Context: an optimization exercise on an open-source flow, tuned for small area, a short achievable clock period and few clock cycles per item. The choices shown serve that exercise and are no tape-out recipe.
Where RTL was checked, it was by simulation tests only, not by an equivalence proof against the original.
No functional check of the RTL was part of runs 1, 2, 5 and 6.
Power figures rest on the tool's default switching activity, not on a simulated workload.

==> flow/design.v (outline; a module is shown in full before it is edited, if it fits) <==
// module mul_core: 1175 lines
// module mul_fu: 90 lines
// module fa_c: 4 lines
// module ha_c: 4 lines
// module bsel: 3 lines
module mul_fu (
    input  logic        clk,
    input  logic        rst_n,
    input  logic        in_valid,
    input  logic [3:0]  in_ctrl,
    input  logic [31:0] in_a,
    input  logic [31:0] in_b,
    input  logic [6:0]  in_tag,
    output logic        in_ready,
    output logic        out_req,
    output logic [6:0]  out_tag,
    output logic [31:0] out_data,
    input  logic        out_grant
);
  // ...
==> flow/run.sh <==
#!/bin/bash
# synth_recipe.tcl (not shown) runs the flow's synth.tcl, then flattens the netlist and writes it again
# the make line also repeats each setting of config.mk as NAME=value (left out here)
make -C /OpenROAD-flow-scripts/flow DESIGN_CONFIG=/design/flow/config.mk WORK_HOME=/design/flow/orfs CLKGATE_MAP_FILE= SYNTH_SCRIPT=/design/flow/synth_recipe.tcl finish
==> flow/config.mk <==
export PLATFORM = sky130hd
export DESIGN_NAME = mul_fu
export DESIGN_NICKNAME = mul_fu
export VERILOG_FILES = /design/flow/design.v
export SDC_FILE = /design/flow/constraint.sdc
export NUM_CORES = 4
export LEC_CHECK = 0
export ABC_CLOCK_PERIOD_IN_PS = 2500
export CAP_MARGIN = 20
export CORE_MARGIN = 2
export CORE_UTILIZATION = 40
export SLEW_MARGIN = 20
export SYNTH_HIERARCHICAL = 1
export SYNTH_MINIMUM_KEEP_SIZE = 0
==> flow/constraint.sdc <==
create_clock -name core_clock -period 10.0 [get_ports {clk}]
set_input_delay 2.0000 -clock core_clock [delete_from_list [all_inputs] [get_ports {clk}]]
set_output_delay 2.0000 -clock core_clock [all_outputs]
set_load 0.01 [all_outputs]
==> run notes, run 1 <==
commonest non-fill, non-tap cell in the layout xnor2_1; most frequent cells in the layout xnor2_1, a22oi_2, edfxtp_1, fa_1, clkdlybuf4s50_1; hold-critical path endpoint s2_tag[1]; critical path endpoint category register; Yosys reg bits roughly 270; CP endpoint s2_mid[91]; Layout non-clock buf frac 6.32%; Num CTS Buffers 31; worst slack at placement ~5.7 ns; CP max-delay cell edfxtp_1; Seq power 1.96 mW; Top reg by flops s2_mid; largest area contributor in the netlist edfxtp_1; PwrDens between 200 and 300 mW/mm^2; Clk network pwr share 17.5%; uppermost layer routed met5; CP peak stage delay 1.00 ns; Mapped Area 0.0223 mm^2; ys flop type edfxtp_1; Fin Hold WS 0.407 ns; top-area cell type share of the netlist area 30.3%; GRT Residual Overflow 0; Syn Area/Cell 13.4 um^2; post-synthesis adder-cell area fraction 22.6%; Buffers on Ports 119; antenna violations before repair 1; Worst setup startpoint s1_one[7]; comb_multi_in 1220; status timing/DRC/antenna clean; Antenna Violating Nets Remaining 0; vias 13.3k; Async SR Flop Fraction 0%; DP Cell Count 2414; Post-Route Setup TNS 0 ns; Sw Ratio slightly above 40%; clkbuf count 40; Comb. pwr 3.73 mW; M1 WL 24.6 mm; Final Critical Period 4.25 ns
==> module mul_fu, before the edit <==
module mul_fu (
    input  logic        clk,
    input  logic        rst_n,
    input  logic        in_valid,
    input  logic [3:0]  in_ctrl,
    input  logic [31:0] in_a,
    input  logic [31:0] in_b,
    input  logic [6:0]  in_tag,
    output logic        in_ready,
    output logic        out_req,
    output logic [6:0]  out_tag,
    output logic [31:0] out_data,
    input  logic        out_grant
);
    localparam logic [3:0] ALU_MUL = 4'd1;
    localparam int MIDW = 92;
    logic              s1_v, s2_v, q0_v, q1_v;
    logic [31:0]       s1_a;
    logic [15:0]       s1_one, s1_two, s1_neg;
    logic [6:0]        s1_tag, s2_tag, q0_tag, q1_tag;
    logic [MIDW-1:0]   s2_mid;
    logic [31:0]       q0_data, q1_data;
    logic [2:0]        cnt;
    logic              rdy;
    logic [MIDW-1:0]   mid_d;
    logic [31:0]       row0, row1, res;
    mul_core u_core (
        .a(s1_a), .one(s1_one), .two(s1_two), .neg(s1_neg), .mid_d(mid_d), .mid_q(s2_mid), .row0(row0), .row1(row1)
    );
    assign res = row0 + row1;
    logic [15:0] enc_one, enc_two, enc_neg;
    logic [32:0] bx;
    assign bx = {in_b, 1'b0};
    always_comb begin
        for (int k = 0; k < 16; k++) begin
            enc_one[k] = bx[2*k+1] ^ bx[2*k];
            enc_two[k] = (bx[2*k+2] & ~bx[2*k+1] & ~bx[2*k]) | (~bx[2*k+2] & bx[2*k+1] & bx[2*k]);
            enc_neg[k] = bx[2*k+2];
        end
    end
    logic acc, del, s2_move, s1_en, s2_en, q0_en;
    assign acc     = in_valid & rdy;
    assign del     = q0_v & out_grant;
    assign s2_move = s2_v & ~q1_v;            
    assign s2_en   = ~s2_v | s2_move;
    assign s1_en   = ~s1_v | s2_en;
    assign q0_en   = ~q0_v | del;
    always_ff @(posedge clk) begin
        if (!rst_n) begin
            s1_v <= 1'b0;
            s2_v <= 1'b0;
            q0_v <= 1'b0;
            q1_v <= 1'b0;
            cnt  <= 3'd0;
            rdy  <= 1'b1;
        end else begin
            if (s1_en) s1_v <= acc;
            if (s2_en) s2_v <= s1_v;
            if (q0_en) q0_v <= q1_v | s2_v;
            q1_v <= q1_v ? ~del : (s2_move & q0_v & ~del);
            cnt  <= cnt + {2'b0, acc} - {2'b0, del};
            rdy  <= (cnt + {2'b0, acc} - {2'b0, del}) != 3'd4;
        end
    end
    always_ff @(posedge clk) begin
        if (s1_en) begin
            s1_a   <= (in_ctrl == ALU_MUL) ? in_a : 32'd0;
            s1_one <= enc_one;
            s1_two <= enc_two;
            s1_neg <= enc_neg;
            s1_tag <= in_tag;
        end
        if (s2_en) begin
            s2_mid <= mid_d;
            s2_tag <= s1_tag;
        end
        if (!q1_v) begin
            q1_data <= res;
            q1_tag  <= s2_tag;
        end
        if (q0_en) begin
            q0_data <= q1_v ? q1_data : res;
            q0_tag  <= q1_v ? q1_tag  : s2_tag;
        end
    end
    assign in_ready = rdy;
    assign out_req  = q0_v;
    assign out_tag  = q0_tag;
    assign out_data = q0_data;
endmodule
==> inputs of run 2 (changes only) <==
--- a/flow/design.v
+++ b/flow/design.v
@@ -1,15 +1,15 @@
 module mul_core (
     input  logic [31:0] a,
     input  logic [15:0] one,
     input  logic [15:0] two,
     input  logic [15:0] neg,
-    output logic [92-1:0] mid_d,
-    input  logic [92-1:0] mid_q,
+    output logic [119-1:0] mid_d,
+    input  logic [119-1:0] mid_q,
     output logic [31:0] row0,
     output logic [31:0] row1
 );
     logic [31:0] pp0;
     logic [29:0] pp1;
     logic [27:0] pp2;
     logic [25:0] pp3;
     logic [23:0] pp4;
@@ -953,166 +953,193 @@
     fa_c u_fa175 (.x(c118), .y(c119), .z(c120), .s(s175), .c(c175));
     fa_c u_fa176 (.x(s121), .y(s122), .z(s123), .s(s176), .c(c176));
     fa_c u_fa177 (.x(c121), .y(c122), .z(c123), .s(s177), .c(c177));
     fa_c u_fa178 (.x(s124), .y(s125), .z(s126), .s(s178), .c(c178));
     fa_c u_fa179 (.x(c124), .y(c125), .z(c126), .s(s179), .c(c179));
     fa_c u_fa180 (.x(s127), .y(s128), .z(s129), .s(s180), .c(c180));
     fa_c u_fa181 (.x(c127), .y(c128), .z(c129), .s(s181), .c(c181));
     fa_c u_fa182 (.x(s130), .y(s131), .z(s132), .s(s182), .c(c182));
-    ha_c u_ha183 (.x(pp0[4]), .y(pp1[2]), .s(s183), .c(c183));
-    ha_c u_ha184 (.x(pp0[5]), .y(pp1[3]), .s(s184), .c(c184));
-    fa_c u_fa185 (.x(pp2[2]), .y(pp3[0]), .z(neg[3]), .s(s185), .c(c185));
-    fa_c u_fa186 (.x(c133), .y(pp2[3]), .z(pp3[1]), .s(s186), .c(c186));
-    fa_c u_fa187 (.x(c134), .y(neg[4]), .z(s135), .s(s187), .c(c187));
-    fa_c u_fa188 (.x(c135), .y(c136), .z(s137), .s(s188), .c(c188));
-    fa_c u_fa189 (.x(c137), .y(c138), .z(s139), .s(s189), .c(c189));
-    fa_c u_fa190 (.x(c139), .y(c140), .z(s141), .s(s190), .c(c190));
-    fa_c u_fa191 (.x(c141), .y(c142), .z(s143), .s(s191), .c(c191));
-    fa_c u_fa192 (.x(c143), .y(c144), .z(s145), .s(s192), .c(c192));
-    fa_c u_fa193 (.x(c145), .y(c146), .z(s147), .s(s193), .c(c193));
-    fa_c u_fa194 (.x(c147), .y(c148), .z(s149), .s(s194), .c(c194));
-    fa_c u_fa195 (.x(c149), .y(c150), .z(s151), .s(s195), .c(c195));
-    fa_c u_fa196 (.x(c151), .y(c152), .z(s153), .s(s196), .c(c196));
-    fa_c u_fa197 (.x(c153), .y(c154), .z(s155), .s(s197), .c(c197));
-    fa_c u_fa198 (.x(c155), .y(c156), .z(s157), .s(s198), .c(c198));
-    fa_c u_fa199 (.x(c157), .y(c158), .z(s159), .s(s199), .c(c199));
-    fa_c u_fa200 (.x(c159), .y(c160), .z(s161), .s(s200), .c(c200));
-    fa_c u_fa201 (.x(c161), .y(c162), .z(s163), .s(s201), .c(c201));
-    fa_c u_fa202 (.x(c163), .y(c164), .z(s165), .s(s202), .c(c202));
-    fa_c u_fa203 (.x(c165), .y(c166), .z(s167), .s(s203), .c(c203));
-    fa_c u_fa204 (.x(c167), .y(c168), .z(s169), .s(s204), .c(c204));
-    fa_c u_fa205 (.x(c169), .y(c170), .z(s171), .s(s205), .c(c205));
-    fa_c u_fa206 (.x(c171), .y(c172), .z(s173), .s(s206), .c(c206));
-    fa_c u_fa207 (.x(c173), .y(c174), .z(s175), .s(s207), .c(c207));
-    fa_c u_fa208 (.x(c175), .y(c176), .z(s177), .s(s208), .c(c208));
-    fa_c u_fa209 (.x(c177), .y(c178), .z(s179), .s(s209), .c(c209));
-    fa_c u_fa210 (.x(c179), .y(c180), .z(s181), .s(s210), .c(c210));
     assign mid_d[0] = pp0[0];
     assign mid_d[1] = neg[0];
     assign mid_d[2] = pp0[1];
     assign mid_d[3] = pp0[2];
     assign mid_d[4] = pp1[0];
     assign mid_d[5] = neg[1];
     assign mid_d[6] = pp0[3];
     assign mid_d[7] = pp1[1];
-    assign mid_d[8] = pp2[0];
-    assign mid_d[9] = neg[2];
-    assign mid_d[10] = s183;
-    assign mid_d[11] = c183;
-    assign mid_d[12] = pp2[1];
-    assign mid_d[13] = s184;
-    assign mid_d[14] = c184;
-    assign mid_d[15] = s133;
-    assign mid_d[16] = s185;
-    assign mid_d[17] = c185;
-    assign mid_d[18] = s134;
-    assign mid_d[19] = s186;
-    assign mid_d[20] = c186;
-    assign mid_d[21] = s136;
-    assign mid_d[22] = s187;
-    assign mid_d[23] = c187;
-    assign mid_d[24] = s138;
-    assign mid_d[25] = s188;
-    assign mid_d[26] = c188;
-    assign mid_d[27] = s140;
-    assign mid_d[28] = s189;
-    assign mid_d[29] = c189;
-    assign mid_d[30] = s142;
-    assign mid_d[31] = s190;
-    assign mid_d[32] = c190;
-    assign mid_d[33] = s144;
-    assign mid_d[34] = s191;
-    assign mid_d[35] = c191;
-    assign mid_d[36] = s146;
-    assign mid_d[37] = s192;
-    assign mid_d[38] = c192;
-    assign mid_d[39] = s148;
-    assign mid_d[40] = s193;
-    assign mid_d[41] = c193;
-    assign mid_d[42] = s150;
-    assign mid_d[43] = s194;
-    assign mid_d[44] = c194;
-    assign mid_d[45] = s152;
-    assign mid_d[46] = s195;
-    assign mid_d[47] = c195;
-    assign mid_d[48] = s154;
-    assign mid_d[49] = s196;
-    assign mid_d[50] = c196;
-    assign mid_d[51] = s156;
-    assign mid_d[52] = s197;
-    assign mid_d[53] = c197;
-    assign mid_d[54] = s158;
-    assign mid_d[55] = s198;
-    assign mid_d[56] = c198;
-    assign mid_d[57] = s160;
-    assign mid_d[58] = s199;
-    assign mid_d[59] = c199;
-    assign mid_d[60] = s162;
-    assign mid_d[61] = s200;
-    assign mid_d[62] = c200;
-    assign mid_d[63] = s164;
-    assign mid_d[64] = s201;
-    assign mid_d[65] = c201;
-    assign mid_d[66] = s166;
-    assign mid_d[67] = s202;
-    assign mid_d[68] = c202;
-    assign mid_d[69] = s168;
-    assign mid_d[70] = s203;
-    assign mid_d[71] = c203;
-    assign mid_d[72] = s170;
-    assign mid_d[73] = s204;
-    assign mid_d[74] = c204;
-    assign mid_d[75] = s172;
-    assign mid_d[76] = s205;
-    assign mid_d[77] = c205;
-    assign mid_d[78] = s174;
-    assign mid_d[79] = s206;
-    assign mid_d[80] = c206;
-    assign mid_d[81] = s176;
-    assign mid_d[82] = s207;
-    assign mid_d[83] = c207;
-    assign mid_d[84] = s178;
-    assign mid_d[85] = s208;
-    assign mid_d[86] = c208;
-    assign mid_d[87] = s180;
-    assign mid_d[88] = s209;
-    assign mid_d[89] = c209;
-    assign mid_d[90] = s182;
-    assign mid_d[91] = s210;
+    assign mid_d[8] = pp0[4];
+    assign mid_d[9] = pp1[2];
+    assign mid_d[10] = pp2[0];
+    assign mid_d[11] = neg[2];
+    assign mid_d[12] = pp0[5];
+    assign mid_d[13] = pp1[3];
+    assign mid_d[14] = pp2[1];
+    assign mid_d[15] = pp2[2];
+    assign mid_d[16] = pp3[0];
+    assign mid_d[17] = neg[3];
+    assign mid_d[18] = s133;
+    assign mid_d[19] = c133;
+    assign mid_d[20] = pp2[3];
+    assign mid_d[21] = pp3[1];
+    assign mid_d[22] = s134;
+    assign mid_d[23] = c134;
+    assign mid_d[24] = neg[4];
+    assign mid_d[25] = s135;
+    assign mid_d[26] = s136;
+    assign mid_d[27] = c135;
+    assign mid_d[28] = c136;
+    assign mid_d[29] = s137;
+    assign mid_d[30] = s138;
+    assign mid_d[31] = c137;
+    assign mid_d[32] = c138;
+    assign mid_d[33] = s139;
+    assign mid_d[34] = s140;
+    assign mid_d[35] = c139;
+    assign mid_d[36] = c140;
+    assign mid_d[37] = s141;
+    assign mid_d[38] = s142;
+    assign mid_d[39] = c141;
+    assign mid_d[40] = c142;
+    assign mid_d[41] = s143;
+    assign mid_d[42] = s144;
+    assign mid_d[43] = c143;
+    assign mid_d[44] = c144;
+    assign mid_d[45] = s145;
+    assign mid_d[46] = s146;
+    assign mid_d[47] = c145;
+    assign mid_d[48] = c146;
+    assign mid_d[49] = s147;
+    assign mid_d[50] = s148;
+    assign mid_d[51] = c147;
+    assign mid_d[52] = c148;
+    assign mid_d[53] = s149;
+    assign mid_d[54] = s150;
+    assign mid_d[55] = c149;
+    assign mid_d[56] = c150;
+    assign mid_d[57] = s151;
+    assign mid_d[58] = s152;
+    assign mid_d[59] = c151;
+    assign mid_d[60] = c152;
+    assign mid_d[61] = s153;
+    assign mid_d[62] = s154;
+    assign mid_d[63] = c153;
+    assign mid_d[64] = c154;
+    assign mid_d[65] = s155;
+    assign mid_d[66] = s156;
+    assign mid_d[67] = c155;
+    assign mid_d[68] = c156;
+    assign mid_d[69] = s157;
+    assign mid_d[70] = s158;
+    assign mid_d[71] = c157;
+    assign mid_d[72] = c158;
+    assign mid_d[73] = s159;
+    assign mid_d[74] = s160;
+    assign mid_d[75] = c159;
+    assign mid_d[76] = c160;
+    assign mid_d[77] = s161;
+    assign mid_d[78] = s162;
+    assign mid_d[79] = c161;
+    assign mid_d[80] = c162;
+    assign mid_d[81] = s163;
+    assign mid_d[82] = s164;
+    assign mid_d[83] = c163;
+    assign mid_d[84] = c164;
+    assign mid_d[85] = s165;
+    assign mid_d[86] = s166;
+    assign mid_d[87] = c165;
+    assign mid_d[88] = c166;
+    assign mid_d[89] = s167;
+    assign mid_d[90] = s168;
+    assign mid_d[91] = c167;
+    assign mid_d[92] = c168;
+    assign mid_d[93] = s169;
+    assign mid_d[94] = s170;
+    assign mid_d[95] = c169;
+    assign mid_d[96] = c170;
+    assign mid_d[97] = s171;
+    assign mid_d[98] = s172;
+    assign mid_d[99] = c171;
+    assign mid_d[100] = c172;
+    assign mid_d[101] = s173;
+    assign mid_d[102] = s174;
+    assign mid_d[103] = c173;
+    assign mid_d[104] = c174;
+    assign mid_d[105] = s175;
+    assign mid_d[106] = s176;
+    assign mid_d[107] = c175;
+    assign mid_d[108] = c176;
+    assign mid_d[109] = s177;
+    assign mid_d[110] = s178;
+    assign mid_d[111] = c177;
+    assign mid_d[112] = c178;
+    assign mid_d[113] = s179;
+    assign mid_d[114] = s180;
+    assign mid_d[115] = c179;
+    assign mid_d[116] = c180;
+    assign mid_d[117] = s181;
+    assign mid_d[118] = s182;
+    ha_c u_ha183 (.x(mid_q[8]), .y(mid_q[9]), .s(s183), .c(c183));
+    ha_c u_ha184 (.x(mid_q[12]), .y(mid_q[13]), .s(s184), .c(c184));
+    fa_c u_fa185 (.x(mid_q[15]), .y(mid_q[16]), .z(mid_q[17]), .s(s185), .c(c185));
+    fa_c u_fa186 (.x(mid_q[19]), .y(mid_q[20]), .z(mid_q[21]), .s(s186), .c(c186));
+    fa_c u_fa187 (.x(mid_q[23]), .y(mid_q[24]), .z(mid_q[25]), .s(s187), .c(c187));
+    fa_c u_fa188 (.x(mid_q[27]), .y(mid_q[28]), .z(mid_q[29]), .s(s188), .c(c188));
+    fa_c u_fa189 (.x(mid_q[31]), .y(mid_q[32]), .z(mid_q[33]), .s(s189), .c(c189));
+    fa_c u_fa190 (.x(mid_q[35]), .y(mid_q[36]), .z(mid_q[37]), .s(s190), .c(c190));
+    fa_c u_fa191 (.x(mid_q[39]), .y(mid_q[40]), .z(mid_q[41]), .s(s191), .c(c191));
+    fa_c u_fa192 (.x(mid_q[43]), .y(mid_q[44]), .z(mid_q[45]), .s(s192), .c(c192));
+    fa_c u_fa193 (.x(mid_q[47]), .y(mid_q[48]), .z(mid_q[49]), .s(s193), .c(c193));
+    fa_c u_fa194 (.x(mid_q[51]), .y(mid_q[52]), .z(mid_q[53]), .s(s194), .c(c194));
+    fa_c u_fa195 (.x(mid_q[55]), .y(mid_q[56]), .z(mid_q[57]), .s(s195), .c(c195));
+    fa_c u_fa196 (.x(mid_q[59]), .y(mid_q[60]), .z(mid_q[61]), .s(s196), .c(c196));
+    fa_c u_fa197 (.x(mid_q[63]), .y(mid_q[64]), .z(mid_q[65]), .s(s197), .c(c197));
+    fa_c u_fa198 (.x(mid_q[67]), .y(mid_q[68]), .z(mid_q[69]), .s(s198), .c(c198));
+    fa_c u_fa199 (.x(mid_q[71]), .y(mid_q[72]), .z(mid_q[73]), .s(s199), .c(c199));
+    fa_c u_fa200 (.x(mid_q[75]), .y(mid_q[76]), .z(mid_q[77]), .s(s200), .c(c200));
+    fa_c u_fa201 (.x(mid_q[79]), .y(mid_q[80]), .z(mid_q[81]), .s(s201), .c(c201));
+    fa_c u_fa202 (.x(mid_q[83]), .y(mid_q[84]), .z(mid_q[85]), .s(s202), .c(c202));
+    fa_c u_fa203 (.x(mid_q[87]), .y(mid_q[88]), .z(mid_q[89]), .s(s203), .c(c203));
+    fa_c u_fa204 (.x(mid_q[91]), .y(mid_q[92]), .z(mid_q[93]), .s(s204), .c(c204));
+    fa_c u_fa205 (.x(mid_q[95]), .y(mid_q[96]), .z(mid_q[97]), .s(s205), .c(c205));
+    fa_c u_fa206 (.x(mid_q[99]), .y(mid_q[100]), .z(mid_q[101]), .s(s206), .c(c206));
+    fa_c u_fa207 (.x(mid_q[103]), .y(mid_q[104]), .z(mid_q[105]), .s(s207), .c(c207));
+    fa_c u_fa208 (.x(mid_q[107]), .y(mid_q[108]), .z(mid_q[109]), .s(s208), .c(c208));
+    fa_c u_fa209 (.x(mid_q[111]), .y(mid_q[112]), .z(mid_q[113]), .s(s209), .c(c209));
+    fa_c u_fa210 (.x(mid_q[115]), .y(mid_q[116]), .z(mid_q[117]), .s(s210), .c(c210));
     ha_c u_ha211 (.x(mid_q[3]), .y(mid_q[4]), .s(s211), .c(c211));
     ha_c u_ha212 (.x(mid_q[6]), .y(mid_q[7]), .s(s212), .c(c212));
-    fa_c u_fa213 (.x(mid_q[8]), .y(mid_q[9]), .z(mid_q[10]), .s(s213), .c(c213));
-    fa_c u_fa214 (.x(mid_q[11]), .y(mid_q[12]), .z(mid_q[13]), .s(s214), .c(c214));
-    fa_c u_fa215 (.x(mid_q[14]), .y(mid_q[15]), .z(mid_q[16]), .s(s215), .c(c215));
-    fa_c u_fa216 (.x(mid_q[17]), .y(mid_q[18]), .z(mid_q[19]), .s(s216), .c(c216));
-    fa_c u_fa217 (.x(mid_q[20]), .y(mid_q[21]), .z(mid_q[22]), .s(s217), .c(c217));
-    fa_c u_fa218 (.x(mid_q[23]), .y(mid_q[24]), .z(mid_q[25]), .s(s218), .c(c218));
-    fa_c u_fa219 (.x(mid_q[26]), .y(mid_q[27]), .z(mid_q[28]), .s(s219), .c(c219));
-    fa_c u_fa220 (.x(mid_q[29]), .y(mid_q[30]), .z(mid_q[31]), .s(s220), .c(c220));
-    fa_c u_fa221 (.x(mid_q[32]), .y(mid_q[33]), .z(mid_q[34]), .s(s221), .c(c221));
-    fa_c u_fa222 (.x(mid_q[35]), .y(mid_q[36]), .z(mid_q[37]), .s(s222), .c(c222));
-    fa_c u_fa223 (.x(mid_q[38]), .y(mid_q[39]), .z(mid_q[40]), .s(s223), .c(c223));
-    fa_c u_fa224 (.x(mid_q[41]), .y(mid_q[42]), .z(mid_q[43]), .s(s224), .c(c224));
-    fa_c u_fa225 (.x(mid_q[44]), .y(mid_q[45]), .z(mid_q[46]), .s(s225), .c(c225));
-    fa_c u_fa226 (.x(mid_q[47]), .y(mid_q[48]), .z(mid_q[49]), .s(s226), .c(c226));
-    fa_c u_fa227 (.x(mid_q[50]), .y(mid_q[51]), .z(mid_q[52]), .s(s227), .c(c227));
-    fa_c u_fa228 (.x(mid_q[53]), .y(mid_q[54]), .z(mid_q[55]), .s(s228), .c(c228));
-    fa_c u_fa229 (.x(mid_q[56]), .y(mid_q[57]), .z(mid_q[58]), .s(s229), .c(c229));
-    fa_c u_fa230 (.x(mid_q[59]), .y(mid_q[60]), .z(mid_q[61]), .s(s230), .c(c230));
-    fa_c u_fa231 (.x(mid_q[62]), .y(mid_q[63]), .z(mid_q[64]), .s(s231), .c(c231));
-    fa_c u_fa232 (.x(mid_q[65]), .y(mid_q[66]), .z(mid_q[67]), .s(s232), .c(c232));
-    fa_c u_fa233 (.x(mid_q[68]), .y(mid_q[69]), .z(mid_q[70]), .s(s233), .c(c233));
-    fa_c u_fa234 (.x(mid_q[71]), .y(mid_q[72]), .z(mid_q[73]), .s(s234), .c(c234));
-    fa_c u_fa235 (.x(mid_q[74]), .y(mid_q[75]), .z(mid_q[76]), .s(s235), .c(c235));
-    fa_c u_fa236 (.x(mid_q[77]), .y(mid_q[78]), .z(mid_q[79]), .s(s236), .c(c236));
-    fa_c u_fa237 (.x(mid_q[80]), .y(mid_q[81]), .z(mid_q[82]), .s(s237), .c(c237));
-    fa_c u_fa238 (.x(mid_q[83]), .y(mid_q[84]), .z(mid_q[85]), .s(s238), .c(c238));
-    fa_c u_fa239 (.x(mid_q[86]), .y(mid_q[87]), .z(mid_q[88]), .s(s239), .c(c239));
-    fa_c u_fa240 (.x(mid_q[89]), .y(mid_q[90]), .z(mid_q[91]), .s(s240), .c(c240));
+    fa_c u_fa213 (.x(mid_q[10]), .y(mid_q[11]), .z(s183), .s(s213), .c(c213));
+    fa_c u_fa214 (.x(c183), .y(mid_q[14]), .z(s184), .s(s214), .c(c214));
+    fa_c u_fa215 (.x(c184), .y(mid_q[18]), .z(s185), .s(s215), .c(c215));
+    fa_c u_fa216 (.x(c185), .y(mid_q[22]), .z(s186), .s(s216), .c(c216));
+    fa_c u_fa217 (.x(c186), .y(mid_q[26]), .z(s187), .s(s217), .c(c217));
+    fa_c u_fa218 (.x(c187), .y(mid_q[30]), .z(s188), .s(s218), .c(c218));
+    fa_c u_fa219 (.x(c188), .y(mid_q[34]), .z(s189), .s(s219), .c(c219));
+    fa_c u_fa220 (.x(c189), .y(mid_q[38]), .z(s190), .s(s220), .c(c220));
+    fa_c u_fa221 (.x(c190), .y(mid_q[42]), .z(s191), .s(s221), .c(c221));
+    fa_c u_fa222 (.x(c191), .y(mid_q[46]), .z(s192), .s(s222), .c(c222));
+    fa_c u_fa223 (.x(c192), .y(mid_q[50]), .z(s193), .s(s223), .c(c223));
+    fa_c u_fa224 (.x(c193), .y(mid_q[54]), .z(s194), .s(s224), .c(c224));
+    fa_c u_fa225 (.x(c194), .y(mid_q[58]), .z(s195), .s(s225), .c(c225));
+    fa_c u_fa226 (.x(c195), .y(mid_q[62]), .z(s196), .s(s226), .c(c226));
+    fa_c u_fa227 (.x(c196), .y(mid_q[66]), .z(s197), .s(s227), .c(c227));
+    fa_c u_fa228 (.x(c197), .y(mid_q[70]), .z(s198), .s(s228), .c(c228));
+    fa_c u_fa229 (.x(c198), .y(mid_q[74]), .z(s199), .s(s229), .c(c229));
+    fa_c u_fa230 (.x(c199), .y(mid_q[78]), .z(s200), .s(s230), .c(c230));
+    fa_c u_fa231 (.x(c200), .y(mid_q[82]), .z(s201), .s(s231), .c(c231));
+    fa_c u_fa232 (.x(c201), .y(mid_q[86]), .z(s202), .s(s232), .c(c232));
+    fa_c u_fa233 (.x(c202), .y(mid_q[90]), .z(s203), .s(s233), .c(c233));
+    fa_c u_fa234 (.x(c203), .y(mid_q[94]), .z(s204), .s(s234), .c(c234));
+    fa_c u_fa235 (.x(c204), .y(mid_q[98]), .z(s205), .s(s235), .c(c235));
+    fa_c u_fa236 (.x(c205), .y(mid_q[102]), .z(s206), .s(s236), .c(c236));
+    fa_c u_fa237 (.x(c206), .y(mid_q[106]), .z(s207), .s(s237), .c(c237));
+    fa_c u_fa238 (.x(c207), .y(mid_q[110]), .z(s208), .s(s238), .c(c238));
+    fa_c u_fa239 (.x(c208), .y(mid_q[114]), .z(s209), .s(s239), .c(c239));
+    fa_c u_fa240 (.x(c209), .y(mid_q[118]), .z(s210), .s(s240), .c(c240));
     assign row0[0] = mid_q[0];
     assign row1[0] = mid_q[1];
     assign row0[1] = mid_q[2];
     assign row1[1] = 1'b0;
     assign row0[2] = mid_q[5];
     assign row1[2] = s211;
     assign row0[3] = c211;
     assign row1[3] = s212;
@@ -1183,17 +1210,17 @@
     input  logic [6:0]  in_tag,
     output logic        in_ready,
     output logic        out_req,
     output logic [6:0]  out_tag,
     output logic [31:0] out_data,
     input  logic        out_grant
 );
     localparam logic [3:0] ALU_MUL = 4'd1;
-    localparam int MIDW = 92;
+    localparam int MIDW = 119;
     logic              s1_v, s2_v, q0_v, q1_v;
     logic [31:0]       s1_a;
     logic [15:0]       s1_one, s1_two, s1_neg;
     logic [6:0]        s1_tag, s2_tag, q0_tag, q1_tag;
     logic [MIDW-1:0]   s2_mid;
     logic [31:0]       q0_data, q1_data;
     logic [2:0]        cnt;
     logic              rdy;
==> run 2 against run 1 <==
Against the previous run:
- still clean on timing, DRC and antenna
- synthesized cell count rose by 3.2%
- sequential power rose by 9.7%
- global-route usage rose by 0.086 points
- worst hold slack improved by 0.014 ns
- critical path type unchanged
- largest power group unchanged
==> run notes, run 2 <==
largest area contributor in the netlist edfxtp_1; Post-Route Setup TNS 0 ns (unchanged); Gates resized, CTS repair 0; CTS tree yes; status timing/DRC/antenna clean; max FFs per register 119; most instantiated cells after synthesis xnor2_1, a22oi_2, edfxtp_1; Setup Crit Path Kind reg2reg; Boundary Pins 120; Final Critical Period 3.92 ns (-0.324 ns); most frequent cells in the layout xnor2_1, a22oi_2, edfxtp_1, fa_1, clkdlybuf4s50_1; Hold Path Class reg2reg; Reg clk slew, reported paths roughly 0.07 ns; DP Wirelength 38.5 mm; dominant delay contributor by cell family on the critical path adder cells; Final Worst Setup Slack 6.08 ns; fin cells 2525; Finished Cell Area approximately 0.026 mm^2; Clock Root Buffer clkbuf_16; DIE HEIGHT ~250 um; PwrDens 322 mW/mm^2 (+16%); vias 13.8k (+3.8%); gr usage total roughly a fifth; Max Slew Vio Count 0; Cells after Synth 1719; Top cell by count, worst path fa_1; total power 8.26 mW; Core ar. around 0.058 mm^2; Worst setup startpoint s1_a[14]; ANT cells 0; row count 88; critical path launch point type register; Sequential cell area 0.00851 mm^2; RSZ-0062 raised after global routing no; largest cells by area after synthesis edfxtp_1, fa_1, a22oi_2; Buffers on Ports 119 (unchanged); clock sinks 299; first-pass GRT wire length 89.8 mm; Syn Area/Cell 13.5 um^2 (+1.3%); Cell variety after synth between 50 and 60; number of synthesized flops with an enable pin 252; worst path arrival time about 4.2 ns; multi-input logic area 0.0134 mm^2; total number of cells along the worst setup path 6; H-tree Lvls 2; Post-CTS Hold Buffers 0; worst r2r path cells 6; count leader, synth xnor2_1; Pleak 8.47 nW; fillcell total between 5k and 6k; vias in the first global route 14.6k; Worst Max-Slew Pin Slew 1.22 ns; r2r setup slk 6.08 ns; gpl congestion 0.835; Yosys reg bits 299 (+9.9%); Die Wd between 200 and 250 um; GRT Residual Overflow 0 (unchanged); WL/cell 23.0 um; largest net degree at the start of global routing slightly below 80; crit path cell chain a22oi_2, xnor2_1, fa_1, fa_1, fa_1, fa_1; clk buf depth 3; drt drc 0; Mapped Area 0.0233 mm^2 (+4.6%); critical path endpoint category register; DRT iter0 DRCs 1149; vias per cell 5.46; Layout Area Growth over Synthesis 10.2%; maximum VDD drop about 0.00025 V; CP endpoint s2_mid[114]; Die ar. 0.0601 mm^2; share of cells above drive strength 1 22.5%; max frequency 255 MHz; final cycle utilization of the critical path 39.2%; reg2reg end s2_mid[114]; setup bufs post-CTS 0; YS warnings 7; Async SR Flop Fraction 0% (unchanged); initial core utilization 40.4%; Buf/Inv on CP 0; setup violators final 0; Clk Latency, worst-skew pair 0.56 ns; Util after Layout about 45%; Num CTS Buffers 36 (+16%); CP peak stage delay 1.16 ns (+0.16 ns); number of max-cap violations 0; Final Hold Viols 0; Detailed Route WL 58.2 mm; post-synthesis sequential area ratio 36.5%; worst slack at placement 5.87 ns (+0.208 ns); top-area cell type share of the netlist area 32.5% (+2.2 points); Antenna Violating Nets Remaining 0 (unchanged); Worst Path Max Fanout 18; critical path required time 10.29 ns; Slew headroom 18.5%; hold path cells 0; Fin Hold WS 0.422 ns (+0.0141 ns); DP Cell Count 2459 (+1.9%); ys flop type edfxtp_1; antenna violations before repair 0 (-1); r2r startpoint s1_a[14]; CP max-delay cell edfxtp_1; Post-Place Cell Area between 0.02 and 0.025 mm^2; drt pass-1 iters 6; clock skew between 0.02 and 0.025 ns; commonest non-fill, non-tap cell in the layout xnor2_1; Top reg by flops s2_mid; Layout Nets approximately 2.1k
run 2: per-layer routing:
layer  share of wire, %  vias up  GRT usage [%]
li1                   -     6135              -
met1                 46     7060           27.4
met2                 46      487           31.2
met3                5.9       95           3.19
met4                2.6        0           6.21
met5                  0        -              0
run 2: worst register-to-register path: stages (launching register included):
cell and delay [ns]:
edfxtp_1 1.16, a22oi_2 0.20, xnor2_1 0.25, fa_1 0.48, fa_1 0.61, fa_1 0.48, fa_1 0.49
run 2: logic make-up (layout without fill, tap and decap cells):
kind of cell             Yosys count  after routing  share of synthesized area, %
AO/OA/AOI/OAI                    416            416                          18.8
XOR/XNOR                         310            310                          11.7
adder cells (fa/ha/maj)          275            275                          21.6
buffers and inverters            216            241                          6.43
flip-flops                       299            299                          36.5
multiplexers                      10             10                         0.478
other                              1             17                        0.0161
AND/OR/NAND/NOR                  192            192                          4.47
run 2: per-module statistics from Yosys (local to each module, per instance):
module / times used / cells / flip-flops and latches / area [um^2]
mul_core: 1 / 184 / 0 / 1380
mul_fu: 1 / 751 / 299 / 11500
ha_c: 30 / 1 / 0 / 12.5
fa_c: 210 / 1 / 0 / 20.0
bsel: 272 / 2 / 0 / 21.3
run 2: worst min path at each step:
| stage | from | to | slack [ns] |
|---|---|---|---|
| floorplan | s1_tag[0] | s2_tag[0] | 0.40 |
| global placement | s1_tag[2] | s2_tag[2] | 0.40 |
| detailed placement | s1_tag[5] | s2_tag[5] | 0.41 |
| CTS | s1_tag[5] | s2_tag[5] | 0.42 |
| global route | s1_tag[5] | s2_tag[5] | 0.43 |
| finish | s1_tag[0] | s2_tag[0] | 0.42 |
run 2: layout make-up:
| class | count | share of cell area (%) |
|---|---|---|
| flip-flops and latches | 299 | 33.2 |
| repair buffers | 163 | 5.98 |
| well taps | 765 | 3.73 |
| multi-input cells | 1220 | 52.1 |
| inverters | 13 | 0.190 |
| clock inverters | 20 | 0.961 |
| clock buffers | 45 | 3.89 |
run 2: where the power goes:
group	switching, mW	internal (mW)	leakage, nW	total [mW]
Combinational	2.74	1.99	4.72	4.73
Sequential	0.176	1.97	3.14	2.15
Clock	0.540	0.841	0.608	1.38
Total	3.46	4.80	8.47	8.26
==> inputs of run 3 (changes only) <==
--- a/flow/design.v
+++ b/flow/design.v
@@ -1224,3 +1224,3 @@
     logic [31:0]       q0_data, q1_data;
-    logic [2:0]        cnt;
+    logic [3:0]        occ;     
     logic              rdy;
@@ -1249,2 +1249,8 @@
     assign q0_en   = ~q0_v | del;
+    logic [3:0] occ_next;
+    always_comb begin
+        occ_next = occ;
+        if (acc & ~del) occ_next = {occ[2:0], 1'b1};
+        if (del & ~acc) occ_next = {1'b0, occ[3:1]};
+    end
     always_ff @(posedge clk) begin
@@ -1255,3 +1261,3 @@
             q1_v <= 1'b0;
-            cnt  <= 3'd0;
+            occ  <= 4'd0;
             rdy  <= 1'b1;
@@ -1262,4 +1268,4 @@
             q1_v <= q1_v ? ~del : (s2_move & q0_v & ~del);
-            cnt  <= cnt + {2'b0, acc} - {2'b0, del};
-            rdy  <= (cnt + {2'b0, acc} - {2'b0, del}) != 3'd4;
+            occ  <= occ_next;
+            rdy  <= ~occ_next[3];
         end
--- a/flow/config.mk
+++ b/flow/config.mk
@@ -8,6 +8,6 @@
 export ABC_CLOCK_PERIOD_IN_PS = 2500
-export CAP_MARGIN = 20
+export CAP_MARGIN = 70
 export CORE_MARGIN = 2
 export CORE_UTILIZATION = 40
-export SLEW_MARGIN = 20
+export SLEW_MARGIN = 85
 export SYNTH_HIERARCHICAL = 1
==> run 3 against run 2 <==
Against the previous run:
- die area rose by 0.87%
- combinational power is about 80% higher
- register-to-register slack lost 5.3 ns
- non-clock buffer count grew 335
- power increased by 45%
- worst setup slack got worse by 5.3 ns
- global-route usage rose by 2.5 points
- maximum frequency shrank 57%
- synthesized cell count rose by 1.1%
- clock power decreased by 3%
- clock skew shrank 0.0024 ns
- highest routed layer is now met5
==> run notes, run 3 <==
vias 15.6k (+13%); Fin Hold WS 0.417 ns (-0.00440 ns); vias in the first global route 16.9k (+15%); first-pass GRT wire length 101 mm (+13%); Mapped Area 0.0235 mm^2 (+0.89%); commonest non-fill, non-tap cell in the layout a22oi_2; PwrDens 383 mW/mm^2 (+19%); drt drc 0 (unchanged); row count 88 (unchanged); Gates resized, CTS repair 0 (unchanged); RSZ-0062 raised after global routing no; largest cells by area after synthesis edfxtp_1, fa_1, a22oi_2; Layout Nets 2439 (+17%); ys flop type edfxtp_1; Antenna Violating Nets Remaining 0 (unchanged); Post-Place Cell Area 0.0289 mm^2 (+18%); number of max-cap violations 0 (unchanged); critical path required time 10.50 ns (+0.21 ns); Post-CTS Hold Buffers 0 (unchanged); Util after Layout 54.0% (+9.5 points); total number of cells along the worst setup path 22 (+16); Yosys reg bits 300 (+0.33%); Clock Root Buffer clkbuf_16; Boundary Pins 120 (unchanged); setup bufs post-CTS 0 (unchanged); gr usage total 22.1% (+2.5 points); vias per cell 5.40 (-0.97%); Top reg by flops s2_mid; clock skew 0.0182 ns (-0.00243 ns); Finished Cell Area 0.0313 mm^2 (+22%); dominant delay contributor by cell family on the critical path buffers and inverters; gpl congestion 0.859 (+2.9%); DIE HEIGHT 246 um (+0.44%); largest net degree at the start of global routing 33 (-58%); Post-Route Setup TNS 0 ns (unchanged); Reg clk slew, reported paths 0.06 ns (about the same); Core ar. 0.0579 mm^2 (+0.57%); Cell variety after synth 73 (+24%); initial core utilization 40.6% (+0.13 points); CP peak stage delay 0.55 ns (-0.61 ns); crit path cell chain fa_1, fa_1, ha_2, and3_1, and3_4, a2111oi_4, clkdlybuf4s50_1, clkdlybuf4s50_1, clkdlybuf4s50_1, clkdlybuf4s50_1, clkdlybuf4s50_1, clkdlybuf4s50_1, clkdlybuf4s50_1, clkdlybuf4s50_1, clkdlybuf4s50_1, clkdlybuf4s50_1, clkdlybuf4s50_1, o21ai_2, o21ai_4, nand4b_1, o311ai_4, clkdlybuf4s50_1; drt pass-1 iters 5 (-1); share of cells above drive strength 1 42.8% (+20 points); r2r startpoint s2_mid[20]; antenna violations before repair 3 (+3); CP max-delay cell clkdlybuf4s50_1; Die ar. 0.0607 mm^2 (+0.87%); DP Wirelength 54.1 mm (+41%); Num CTS Buffers 37 (+2.8%); Top cell by count, worst path clkdlybuf4s50_1; Hold Path Class reg2reg; Final Hold Viols 0 (unchanged); worst path arrival time 9.71 ns (+5.50 ns); YS warnings 7 (unchanged); critical path launch point type register; final cycle utilization of the critical path 92.1% (+53 points); top-area cell type share of the netlist area 32.2% (-0.29 points); Clk Latency, worst-skew pair 0.57 ns (about the same); Worst Path Max Fanout 6 (-12); status timing/DRC/antenna clean; Pleak 11.4 nW (+34%); GRT Residual Overflow 0 (unchanged); Buf/Inv on CP 12 (+12); Cells after Synth 1738 (+1.1%); maximum VDD drop 0.000468 V (+85%); hold-critical path endpoint s2_tag[3]; clk buf depth 3 (unchanged); WL/cell 23.3 um (+1.3%); post-synthesis sequential area ratio 36.3% (-0.24 points); Syn Area/Cell 13.5 um^2 (-0.22%); number of synthesized flops with an enable pin 252 (unchanged); largest area contributor in the netlist edfxtp_1; H-tree Lvls 2 (unchanged); Hold Startpoint s1_tag[3]; worst r2r path cells 22 (+16); reg2reg end q1_data[28]; most instantiated cells after synthesis xnor2_1, a22oi_2, edfxtp_1; Layout Area Growth over Synthesis 33.2%; most frequent cells in the layout a22oi_2, edfxtp_1, fa_1, xnor2_2, xnor2_1; clock sinks 300 (+0.33%); hold path cells 0 (unchanged); Die Wd 246 um (+0.44%); max FFs per register 119 (unchanged); Buffers on Ports 119 (unchanged); r2r setup slk 0.79 ns (-5.29 ns); count leader, synth xnor2_1; Detailed Route WL 67.2 mm (+15%); Setup Crit Path Kind reg2reg; Max Slew Vio Count 0 (unchanged); Final Critical Period 9.21 ns (+5.29 ns); max frequency 109 MHz (-57%); setup violators final 0 (unchanged); DRT iter0 DRCs 1121 (-2.4%); critical path endpoint category register; CTS tree yes; Async SR Flop Fraction 0% (unchanged)
run 3: cell count changes after synthesis, moves of 5 or more:
cell / before / now
clkbuf_1: 16 / 11
nand3_1: 15 / 7
o21ai_1: 13 / 7
o21ai_0: 34 / 48
nand2_1: 49 / 57
nand4_1: 11 / 4
buf_2: 0 / 5
run 3: logic make-up (layout without fill, tap and decap cells):
kind of cell	after synthesis	in the layout	share of synthesized area (%)
other	1	18	0.0160
AND/OR/NAND/NOR	193	193	4.59
AO/OA/AOI/OAI	428	428	19.0
adder cells (fa/ha/maj)	274	274	21.3
multiplexers	14	14	0.677
XOR/XNOR	310	310	11.6
flip-flops	300	300	36.3
buffers and inverters	218	578	6.52
run 3: metrics by stage:
step                setup slack (ns)  total power, mW  cells
finish                         0.787             12.0   2880
floorplan                       5.64             6.47   1754
CTS                             3.19             10.9   2859
global route                   0.360             12.7   2879
global placement                6.22             7.27   2479
detailed placement              3.24             9.51   2792
run 3: layout make-up:
class / instances / area [um^2]
fillers: 4705 / 26600
multi-input cells: 1236 / 15700
flip-flops and latches: 300 / 8530
repair buffers: 498 / 4820
clock buffers: 51 / 1090
well taps: 765 / 957
clock inverters: 16 / 141
inverters: 13 / 51.3
diodes: 1 / 2.50
run 3: worst max path at each step:
| stage | startpoint | end | slack (ns) |
|---|---|---|---|
| floorplan | q1_v | s2_mid[0] | 5.64 |
| global placement | s1_one[5] | s2_mid[106] | 6.22 |
| detailed placement | s2_mid[24] | q0_data[28] | 3.24 |
| CTS | s2_mid[24] | q0_data[28] | 3.19 |
| global route | s2_mid[20] | q1_data[28] | 0.36 |
| finish | s2_mid[20] | q1_data[28] | 0.79 |
run 3: Yosys stat by module (local to each module, per instance):
module / cells / area [um^2] / flip-flops and latches
bsel: 2 / 21.3 / 0
fa_c: 1 / 20.0 / 0
ha_c: 1 / 12.5 / 0
mul_core: 184 / 1380 / 0
mul_fu: 770 / 11700 / 300
run 3: per-layer routing:
layer	vias up	GRT usage, %	wire length [um]
met2	554	38.5	33800
met1	7976	28.0	27600
met4	6	7.30	2010
li1	6886	-	-
met3	140	3.58	3690
met5	-	0	51
run 3: power by group:
group | switching [mW] | internal (mW) | total [mW]
sequential | 0.153 | 1.98 | 2.13
clock | 0.556 | 0.779 | 1.34
combinational | 4.49 | 4.03 | 8.53
total | 5.20 | 6.79 | 12.0
Testbench counts of run 3, summed over its fixed seeds: cycles 2,374, items 2,048.
==> inputs of run 4 (changes only) <==
--- a/flow/config.mk
+++ b/flow/config.mk
@@ -8,6 +8,6 @@
 export ABC_CLOCK_PERIOD_IN_PS = 2500
-export CAP_MARGIN = 70
+export CAP_MARGIN = 50
 export CORE_MARGIN = 2
 export CORE_UTILIZATION = 40
-export SLEW_MARGIN = 85
+export SLEW_MARGIN = 70
 export SYNTH_HIERARCHICAL = 1
==> run 4 against run 3 <==
Against the previous run:
- power shrank 27%
- critical path depth fell by 12
- clock power shrank 5%
- synthesized area unchanged
- worst setup slack better by 5.5 ns
- register-to-register slack gained 5.5 ns
- still clean on timing, DRC and antenna
- combinational power shrank 37%
- sequential share of layout area increased by 4.9 points
- design area decreased by 15%
- wire length shrank 5.0%
==> run notes, run 4 <==
status timing/DRC/antenna clean; total power 8.77 mW (-27%); Post-CTS Hold Buffers 0 (unchanged); Layout Nets 2164 (-11%); CTS tree yes; Die ar. 0.0607 mm^2 (unchanged); critical path required time 10.30 ns (-0.20 ns); fin cells 2600 (-9.7%); vias per cell 5.56 (+2.8%); Num CTS Buffers 36 (-2.7%); Antenna Violating Nets Remaining 0 (unchanged); Reg clk slew, reported paths 0.06 ns (about the same); commonest non-fill, non-tap cell in the layout xnor2_1; Cell variety after synth 73 (unchanged); WL/cell 24.5 um (+5.2%); drt drc 0 (unchanged); final cycle utilization of the critical path 37.4% (-55 points); most frequent cells in the layout xnor2_1, a22oi_2, edfxtp_1, fa_1, clkdlybuf4s50_1; share of cells above drive strength 1 26.0% (-17 points); Worst Path Max Fanout 6 (unchanged); Setup Crit Path Kind reg2reg; Hold Path Class reg2reg; drt pass-1 iters 5 (unchanged); DP Wirelength 44.0 mm (-19%); clock skew 0.0255 ns (+0.00728 ns); most instantiated cells after synthesis xnor2_1, a22oi_2, edfxtp_1; DRT iter0 DRCs 1078 (-3.8%); RSZ-0062 raised after global routing no; Finished Cell Area 0.0265 mm^2 (-15%); PwrDens 331 mW/mm^2 (-14%); H-tree Lvls 2 (unchanged); Syn Area/Cell 13.5 um^2 (unchanged); Pleak 8.94 nW (-21%); setup bufs post-CTS 0 (unchanged); ys flop type edfxtp_1; Final Critical Period 3.74 ns (-5.47 ns); GRT Residual Overflow 0 (unchanged); post-synthesis sequential area ratio 36.3% (unchanged); Die Wd 246 um (unchanged); gr usage total 21.5% (-0.66 points); Core ar. 0.0579 mm^2 (unchanged); Gates resized, CTS repair 0 (unchanged); Boundary Pins 120 (unchanged); ANT cells 0 (-1); count leader, synth xnor2_1; DIE HEIGHT 246 um (unchanged); antenna violations before repair 1 (-2); Fin Hold WS 0.414 ns (-0.00287 ns); Mapped Area 0.0235 mm^2 (unchanged); Layout Area Growth over Synthesis 12.8%; largest cells by area after synthesis edfxtp_1, fa_1, a22oi_2; max frequency 267 MHz (+150%); Clk Latency, worst-skew pair 0.55 ns (-0.02 ns); Buffers on Ports 119 (unchanged); Final Worst Setup Slack 6.26 ns (+5.47 ns); max FFs per register 119 (unchanged); r2r setup slk 6.26 ns (+5.47 ns); largest area contributor in the netlist edfxtp_1; vias 14.4k (-7.2%); critical path endpoint category register; number of synthesized flops with an enable pin 252 (unchanged); Final Hold Viols 0 (unchanged); maximum VDD drop 0.000238 V (-49%); critical path launch point type register; Post-Route Setup TNS 0 ns (unchanged); worst slack at placement 6.34 ns (+3.10 ns); Post-Place Cell Area 0.0253 mm^2 (-12%); initial core utilization 40.6% (unchanged); Util after Layout 45.7% (-8.3 points); gpl congestion 0.859 (unchanged); fillcell total 5237 (+11%); Cells after Synth 1738 (unchanged); DP Cell Count 2533 (-9.3%); Max Slew Vio Count 0 (unchanged); Clock Root Buffer clkbuf_16; first-pass GRT wire length 97.2 mm (-3.9%); row count 88 (unchanged); worst path arrival time 4.04 ns (-5.67 ns); Async SR Flop Fraction 0% (unchanged); clock sinks 300 (unchanged); clk buf depth 3 (unchanged); top-area cell type share of the netlist area 32.2% (unchanged); Yosys reg bits 300 (unchanged); number of max-cap violations 0 (unchanged); Top reg by flops s2_mid; setup violators final 0 (unchanged); Detailed Route WL 63.8 mm (-5.0%); vias in the first global route 15.8k (-6.3%); YS warnings 7 (unchanged); largest net degree at the start of global routing 56 (+70%)
-- run 4: cell counts after synthesis --
No cell type changed its count.
-- run 4: worst paths after layout --
kind,startpoint,to,cells past startpoint
hold reg to reg,s1_tag[4],s2_tag[4],0
setup / recovery,s2_mid[20],q0_data[20],10
setup reg to reg,s2_mid[20],q0_data[20],10
hold / removal,s1_tag[4],s2_tag[4],0
-- run 4: area by class of cell --
class                      count  area [um^2]  area share [%]
clock buffer                  50          995            3.75
clock inverter                12          141           0.534
inverter                      13         48.8           0.184
multi-input combinational   1236        13600            51.3
sequential                   300         8530            32.2
tap                          765          957            3.61
timing repair buffer         224         2220            8.38
-- run 4: per-module statistics from Yosys (local to each module, per instance) --
| module | cells inside | copies in the design |
|---|---|---|
| bsel | 2 | 272 |
| fa_c | 1 | 210 |
| mul_fu | 770 | 1 |
| ha_c | 1 | 30 |
| mul_core | 184 | 1 |
-- run 4: worst max-delay path, stage by stage (launching register included) --
cell and delay (ns):
edfxtp_1 0.39, fa_1 0.60, fa_1 0.43, ha_1 0.38, and3_1 0.23, and3_4 0.21
a211oi_2 0.36, o311ai_2 0.19, o21ai_1 0.26, xnor2_1 0.13, mux2_2 0.30
-- run 4: report_power, final --
part	total (mW)	internal (mW)	switching, mW
combinational	5.37	2.19	3.17
clock	1.27	0.752	0.521
sequential	2.13	1.98	0.156
total	8.77	4.92	3.85
-- run 4: cells by family (layout without fill, tap and decap cells) --
| group | after synthesis | after routing | share of synthesized area [%] |
|---|---|---|---|
| compound gates | 428 | 428 | 19.0 |
| xor+xnor | 310 | 310 | 11.6 |
| fa+ha+maj | 274 | 274 | 21.3 |
| buf+inv | 218 | 299 | 6.52 |
| flops | 300 | 300 | 36.3 |
| mux | 14 | 14 | 0.677 |
| other cells | 1 | 17 | 0.0160 |
| simple gates | 193 | 193 | 4.59 |
-- run 4: metal layers --
metal	wire, um	global-route usage, %	vias up
met5	11	0	-
met2	31100	36.6	559
li1	-	-	6332
met3	3490	3.37	148
met4	2170	8.11	2
met1	27000	27.5	7405
==> inputs of run 5 (changes only) <==
--- a/flow/design.v
+++ b/flow/design.v
@@ -1227,3 +1227,3 @@
     logic [MIDW-1:0]   mid_d;
-    logic [31:0]       row0, row1, res;
+    logic [31:0]       row0, row1, q0_d;
     mul_core u_core (
@@ -1231,3 +1231,3 @@
     );
-    assign res = row0 + row1;
+    add_or_hold u_add (.x(row0), .y(row1), .hold(q1_v), .h(q1_data), .s(q0_d));
     logic [15:0] enc_one, enc_two, enc_neg;
@@ -1285,3 +1285,3 @@
         if (!q1_v) begin
-            q1_data <= res;
+            q1_data <= q0_d;
             q1_tag  <= s2_tag;
@@ -1289,3 +1289,3 @@
         if (q0_en) begin
-            q0_data <= q1_v ? q1_data : res;
+            q0_data <= q0_d;
             q0_tag  <= q1_v ? q1_tag  : s2_tag;
@@ -1298,2 +1298,29 @@
 endmodule
+module add_or_hold (
+    input  logic [31:0] x,
+    input  logic [31:0] y,
+    input  logic        hold,
+    input  logic [31:0] h,
+    output logic [31:0] s
+);
+    logic [31:0] p, g;
+    logic [31:0] gl [6];
+    logic [31:0] pl [6];
+    assign p = x ^ y;
+    assign g = x & y & {32{~hold}};
+    assign gl[0] = g;
+    assign pl[0] = p;
+    for (genvar l = 0; l < 5; l++) begin : g_lvl
+        for (genvar i = 0; i < 32; i++) begin : g_bit
+            if (i >= (1 << l)) begin : g_op
+                assign gl[l+1][i] = gl[l][i] | (pl[l][i] & gl[l][i - (1 << l)]);
+                assign pl[l+1][i] = pl[l][i] & pl[l][i - (1 << l)];
+            end else begin : g_pass
+                assign gl[l+1][i] = gl[l][i];
+                assign pl[l+1][i] = pl[l][i];
+            end
+        end
+    end
+    assign s = (hold ? h : p) ^ {gl[5][30:0], 1'b0};
+endmodule
 module fa_c (input logic x, y, z, output logic s, c);
==> run 5 against run 4 <==
Against the previous run:
- global-route usage is 1.5 points lower
- synthesized cell count is 1.6% lower
- sequential share of layout area is 0.66 points higher
- power is 4.4% lower
- die area is 0.95% higher
- clock power is 6% higher
- worst setup slack worse by 0.18 ns
- first-iteration DRC count is 26% lower
- synthesized area is 0.96% higher
- design area is 1.7% higher
- combinational power is 12% lower
- maximum frequency is 4.6% lower
- critical endpoint is now q0_data[31]
- critical path type unchanged
==> run notes, run 5 <==
count leader, synth xnor2_1; Net Sw Power 3.47 mW (-9.9%); H-tree Lvls 2 (unchanged); Final Hold Viols 0 (unchanged); Final Worst Setup Slack 6.08 ns (-0.182 ns); largest net degree at the start of global routing 58 (+3.6%); ys flop type edfxtp_1; status timing/DRC/antenna clean; setup bufs post-CTS 0 (unchanged); Num CTS Buffers 37 (+2.8%); final cycle utilization of the critical path 39.2% (+1.8 points); drt pass-1 iters 5 (unchanged); Syn Area/Cell 13.9 um^2 (+2.6%); gr usage total 19.9% (-1.5 points); register share of total power 27.6% (+3.3 points); ANT cells 0 (unchanged); worst path arrival time 4.19 ns (+0.15 ns); Post-Place Cell Area 0.0256 mm^2 (+1.3%); Finished Cell Area 0.0269 mm^2 (+1.7%); first-pass GRT wire length 92.1 mm (-5.2%); top-area cell type share of the netlist area 36.0% (+3.7 points); drt drc 0 (unchanged); PwrDens 311 mW/mm^2 (-6.0%); row count 89 (+1.1%); Final Critical Period 3.92 ns (+0.182 ns); DP Wirelength 41.8 mm (-5.0%); Die Wd 247 um (+0.47%); critical path launch point type register; Post-CTS Hold Buffers 0 (unchanged); max frequency 255 MHz (-4.6%); RSZ-0062 raised after global routing no; Cells after Synth 1711 (-1.6%); Detailed Route WL 59.7 mm (-6.5%); post-synthesis sequential area ratio 37.3% (+1.0 points); vias 14.1k (-2.5%); Antenna Violating Nets Remaining 0 (unchanged); Top reg by flops s2_mid; initial core utilization 40.3% (-0.22 points); most instantiated cells after synthesis xnor2_1, edfxtp_1, a22oi_2; Clock Root Buffer clkbuf_16; number of synthesized flops with an enable pin 284 (+13%); gpl congestion 0.835 (-2.9%); Buffers on Ports 119 (unchanged); YS warnings 10 (+3); Die ar. 0.0612 mm^2 (+0.95%); CTS tree yes; WL/cell 22.9 um (-6.6%); Layout Nets 2155 (-0.42%); commonest non-fill, non-tap cell in the layout xnor2_1; DP Cell Count 2531 (-0.079%); number of max-cap violations 0 (unchanged); maximum VDD drop 0.000284 V (+19%); critical path endpoint category register; fin cells 2604 (+0.15%); Reg clk slew, reported paths 0.06 ns (about the same); Pleak 8.99 nW (+0.52%); Post-Route Setup TNS 0 ns (unchanged); Clk Latency, worst-skew pair 0.58 ns (+0.03 ns); largest area contributor in the netlist edfxtp_1; Hold Path Class reg2reg; GRT Residual Overflow 0 (unchanged); vias per cell 5.41 (-2.7%); Sw Ratio 41.4% (-2.5 points); antenna violations before repair 1 (unchanged); Mapped Area 0.0237 mm^2 (+0.96%); largest cells by area after synthesis edfxtp_1, fa_1, a22oi_2; Async SR Flop Fraction 0% (unchanged); clock sinks 300 (unchanged); clk buf depth 3 (unchanged); Core ar. 0.0588 mm^2 (+1.5%); Max Slew Vio Count 0 (unchanged); critical path required time 10.27 ns (-0.03 ns); Cell variety after synth 58 (-21%); share of cells above drive strength 1 26.8% (+0.77 points); DIE HEIGHT 247 um (+0.47%); worst slack at placement 6.18 ns (-0.164 ns); DRT iter0 DRCs 797 (-26%); vias in the first global route 15.2k (-4.2%); Boundary Pins 120 (unchanged); clock skew 0.0542 ns (+0.0287 ns); Clk network pwr share 16.1% (+1.6 points); max FFs per register 119 (unchanged); setup violators final 0 (unchanged); most frequent cells in the layout xnor2_1, edfxtp_1, a22oi_2, fa_1, clkdlybuf4s50_1; Gates resized, CTS repair 0 (unchanged); Layout Area Growth over Synthesis 13.6%; Yosys reg bits 300 (unchanged); Worst Path Max Fanout 8 (+2); Util after Layout 45.8% (+0.087 points); share of total power in combinational logic 56.3% (-4.9 points); r2r setup slk 6.08 ns (-0.18 ns); Pint 4.92 mW (-0.12%); Setup Crit Path Kind reg2reg
[run 5: final timing paths]
kind,start,end,depth (start not counted)
worst max-delay path,s2_mid[40],q0_data[31],11
worst min-delay path,s1_tag[4],s2_tag[4],0
worst max register to register,s2_mid[40],q0_data[31],11
worst min register to register,s1_tag[4],s2_tag[4],0
[run 5: cell type report]
cell class	instances	area (um^2)
multi-input combinational	1215	13500
tap	773	967
sequential	300	8850
clock inverter	20	228
timing repair buffer	234	2340
inverter	14	52.6
fill	5269	31900
clock buffer	48	1010
[run 5: critical path: stages (launching register included)]
cell and delay, ns:
edfxtp_1 0.40, fa_1 0.57, fa_1 0.43, ha_1 0.41, a21oi_1 0.29, o22ai_1 0.14, a211oi_1 0.28, o211ai_1 0.22
buf_1 0.19, o22ai_1 0.33, mux2i_1 0.27, xnor2_1 0.10
[run 5: power groups by stage]
stage / registers (mW) / clock network (mW) / logic, mW
4_1_cts: 2.32 / 1.39 / 4.71
3_3_place_gp: 2.35 / 0 / 4.52
6_report: 2.31 / 1.35 / 4.73
5_1_grt: 2.35 / 1.43 / 5.23
2_1_floorplan: 2.42 / 0 / 3.85
3_5_place_dp: 2.34 / 0 / 4.69
[run 5: logic make-up (layout without fill, tap and decap cells)]
family | after synthesis | in the layout | synth area share (%)
compound gates | 411 | 411 | 18.1
xor+xnor | 320 | 320 | 11.8
fa+ha+maj | 274 | 274 | 21.1
buf+inv | 212 | 316 | 6.31
flops | 300 | 300 | 37.3
mux | 32 | 32 | 1.40
other cells | 1 | 17 | 0.0158
simple gates | 161 | 161 | 3.95
[run 5: through the flow]
step	power [mW]	hold slack [ns]
2_1_floorplan	6.27	0.400
3_3_place_gp	6.88	0.402
3_5_place_dp	7.03	0.406
4_1_cts	8.41	0.423
5_1_grt	9.02	0.430
6_report	8.39	0.419
[run 5: routing by layer]
layer / global-route usage, % / share of wire [%] / routed length [um] / vias to the layer above
met5: 0 / 0 / 0 / -
met4: 7.17 / 3.1 / 1850 / 0
met3: 3.54 / 5.0 / 2960 / 101
met2: 32.6 / 47 / 28200 / 372
met1: 26.5 / 45 / 26700 / 7306
li1: - / - / - / 6305
[run 5: Yosys stat by module, one instance, submodules excluded]
module | cells inside | flops+latches
mul_fu | 439 | 300
add_or_hold | 304 | 0
mul_core | 184 | 0
bsel | 2 | 0
fa_c | 1 | 0
ha_c | 1 | 0
==> inputs of run 6 (changes only) <==
==> flow/flow/run.sh (new file) <==
#!/bin/bash
# Standard ORFS layout (the standard.sh), with the port buffers made plain
# buffers (buf_2) instead of the delay buffer buffer_ports picks by default.
set -euo pipefail
bash standard.sh synth > synth.log 2>&1
bash standard.sh BUFFER_PORTS_ARGS="-buffer_cell sky130_fd_sc_hd__buf_2" finish > layout.log 2>&1
==> flow/standard.sh (new file) <==
#!/bin/bash
# synth_recipe.tcl (not shown) runs the flow's synth.tcl, then flattens the netlist and writes it again
# the make line also repeats each setting of config.mk as NAME=value (left out here)
make -C /OpenROAD-flow-scripts/flow DESIGN_CONFIG=/design/flow/config.mk WORK_HOME=/design/flow/orfs CLKGATE_MAP_FILE= SYNTH_SCRIPT=/design/flow/synth_recipe.tcl "${@:-finish}"
removed: flow/run.sh
==> run 6 against run 5 <==
Against the previous run:
- still clean on timing, DRC and antenna
- synthesized cell count stayed put
- sequential share of layout area is 0.89 points higher
- synthesized area stayed put
- via count is 0.11% higher
- non-clock buffer count is 3 lower
- largest cell class unchanged
- largest power group unchanged
- highest routed layer unchanged
==> run notes, run 6 <==
Clk Latency, worst-skew pair 0.57 ns (about the same); DIE HEIGHT 247 um (unchanged); xor and xnor area share after synthesis 11.8% (unchanged); Syn Area/Cell 13.9 um^2 (unchanged); Worst Path Max Fanout 8 (unchanged); Buffers on Ports 119 (unchanged); Top reg by flops s2_mid; PwrDens 317 mW/mm^2 (+1.7%); setup violators final 0 (unchanged); largest cells by area after synthesis edfxtp_1, fa_1, a22oi_2; Buf/Inv on CP 1 (unchanged); vias per cell 5.43 (+0.38%); CP max-delay cell fa_1; gr usage total 19.6% (-0.32 points); worst path arrival time 4.15 ns (-0.04 ns); first-pass GRT wire length 90.5 mm (-1.8%); Detailed Route WL 59.3 mm (-0.60%); post-synthesis mux area share 1.40% (unchanged); Hold Path Class reg2reg; largest net degree at the start of global routing 62 (+6.9%); DRT iter0 DRCs 877 (+10%); Hold Startpoint s1_tag[2]; number of synthesized flops with an enable pin 284 (unchanged); final cycle utilization of the critical path 38.8% (-0.46 points); most instantiated cells after synthesis xnor2_1, edfxtp_1, a22oi_2; max frequency 258 MHz (+1.2%); ys flop type edfxtp_1; clk buf depth 3 (unchanged); Die ar. 0.0612 mm^2 (unchanged); antenna violations before repair 0 (-1); initial core utilization 40.3% (unchanged); largest area contributor in the netlist edfxtp_1; hold-critical path endpoint s2_tag[2]; critical path endpoint category register; DP Wirelength 41.6 mm (-0.52%); Layout Area Growth over Synthesis 10.6%; dominant delay contributor by cell family on the critical path adder cells; drt pass-1 iters 5 (unchanged); Antenna Violating Nets Remaining 0 (unchanged); Die Wd 247 um (unchanged); Synth Area in Compound Gates 18.1% (unchanged); hold path cells 0 (unchanged); worst r2r path cells 11 (unchanged); row count 89 (unchanged); clock skew 0.0399 ns (-0.0142 ns); Yosys reg bits 300 (unchanged); vias 14.1k (+0.11%); Boundary Pins 120 (unchanged); setup bufs post-CTS 0 (unchanged); r2r startpoint s2_mid[40]; vias in the first global route 14.9k (-2.0%); post-synthesis sequential area ratio 37.3% (unchanged); Mapped Area 0.0237 mm^2 (unchanged); post-synthesis adder-cell area fraction 21.1% (unchanged); Layout Nets 2151 (-0.19%); Worst setup startpoint s2_mid[40]; YS warnings 10 (unchanged); Reg clk slew, reported paths 0.06 ns (about the same); Pleak 8.92 nW (-0.69%); clock sinks 300 (unchanged); max FFs per register 119 (unchanged); Post-Route Setup TNS 0 ns (unchanged); drt drc 0 (unchanged); Post-CTS Hold Buffers 0 (unchanged); maximum VDD drop 0.000210 V (-26%); Cells after Synth 1711 (unchanged); Async SR Flop Fraction 0% (unchanged); Clock Root Buffer clkbuf_16; share of cells above drive strength 1 33.1% (+6.4 points); WL/cell 22.8 um (-0.33%); Num CTS Buffers 36 (-2.7%); critical path launch point type register; CTS tree yes; reg2reg end q0_data[31]; count leader, synth xnor2_1; Final Hold Viols 0 (unchanged); Setup Crit Path Kind reg2reg; Core ar. 0.0588 mm^2 (unchanged); gpl congestion 0.843 (+0.97%); top-area cell type share of the netlist area 36.0% (unchanged); most frequent cells in the layout xnor2_1, edfxtp_1, a22oi_2, fa_1, buf_2; number of max-cap violations 0 (unchanged); Util after Layout 44.6% (-1.2 points); RSZ-0062 raised after global routing no; CP peak stage delay 0.57 ns (about the same); r2r setup slk 6.12 ns (+0.05 ns); Max Slew Vio Count 0 (unchanged); Cell variety after synth 58 (unchanged); critical path required time 10.28 ns (about the same); Simple-Gate Fraction of Synth Area 3.95% (unchanged); H-tree Lvls 2 (unchanged); Final Critical Period 3.88 ns (-0.0458 ns); crit path cell chain fa_1, fa_1, ha_1, a21oi_1, o22ai_1, a211oi_1, o211ai_1, buf_1, o22ai_1, mux2i_1, xnor2_1; largest family of logic cells by synthesized area adder cells; Gates resized, CTS repair 0 (unchanged); commonest non-fill, non-tap cell in the layout xnor2_1; ANT cells 0 (unchanged); status timing/DRC/antenna clean; GRT Residual Overflow 0 (unchanged)
[run 6: power by group]
part | leakage (nW) | internal [mW] | switching (mW)
sequential | 3.22 | 2.16 | 0.154
clock | 0.589 | 0.797 | 0.542
combinational | 5.12 | 1.89 | 2.77
[run 6: how the worst max path moves through the flow]
stage	depth (start not counted)	endpoint
2_1_floorplan	7	s2_mid[106]
3_3_place_gp	10	q0_data[31]
3_5_place_dp	11	q0_data[31]
4_1_cts	11	q0_data[31]
5_1_grt	11	q0_data[31]
6_report	11	q0_data[31]
[run 6: layer usage]
layer  global-route usage, %  share of wire (%)  routed length [um]  up-vias
li1                        -                  -                   -     6289
met1                    26.5                 44               26300     7264
met2                    31.9                 47               27800      450
met3                    3.36                5.6                3330       97
met4                    6.71                3.3                1930        0
met5                       0                  0                   0        -
[run 6: metrics by stage]
stage	area [um^2]	setup WS (ns)	total power, mW	hold WS [ns]	std cells
after floorplan	23800	6.09	6.27	0.400	1727
after global placement	24200	6.25	6.81	0.401	2464
after detailed placement	24900	6.15	6.96	0.405	2527
after CTS	26100	6.12	8.33	0.420	2591
after global routing	26200	5.95	8.93	0.426	2597
final	26200	6.12	8.30	0.418	2597
[run 6: Yosys stat by module (local to each module, per instance)]
module,times used,cells inside,area [um^2]
mul_fu,1,439,9830
bsel,272,2,21.3
fa_c,210,1,20.0
ha_c,30,1,12.5
add_or_hold,1,304,2140
mul_core,1,184,1380
[run 6: kinds of logic (layout without fill, tap and decap cells)]
logic type | Yosys count | in the layout
AO/OA/AOI/OAI | 411 | 411
XOR/XNOR | 320 | 320
adder cells (fa/ha/maj) | 274 | 274
buffers and inverters | 212 | 309
flip-flops | 300 | 300
multiplexers | 32 | 32
other | 1 | 17
AND/OR/NAND/NOR | 161 | 161
[run 6: area by class of cell]
type / count / area [um^2]
Multi-Input combinational cell: 1215 / 13500
Sequential cell: 300 / 8850
Clock buffer: 45 / 965
Tap cell: 773 / 967
Timing Repair Buffer: 231 / 1650
Clock inverter: 19 / 250
Fill cell: 5301 / 32600
Inverter: 14 / 52.6

[port drivers added, routing unchanged]
The flow's constraints put no driver on any port. The routed layouts listed below were extracted and timed again, unchanged, in two steps. Step 1: set_driving_cell puts a clkbuf_16 on clk and a buf_2 on each other input, an assumption about the parent block. Step 2 times the ports against the registers' clock, not the clock port: input delays grow and output delays shrink by t, the midpoint of the rising clock arrivals with the driver on. Three values: no drivers, after step 1, after step 2; two values: the first two.
run | t (ns) | setup slack, ns
run 1 | 0.655 | 5.754 / 5.754 / 5.754
run 2 | 0.602 | 6.078 / 6.078 / 5.856
run 3 | 0.624 | 0.787 / 0.787 / 0.787
run 4 | 0.601 | 6.260 / 6.260 / 6.260
run 5 | 0.609 | 6.078 / 6.078 / 6.078
run 6 | 0.609 | 6.123 / 6.123 / 6.123
After both steps every run listed still meets setup and hold.
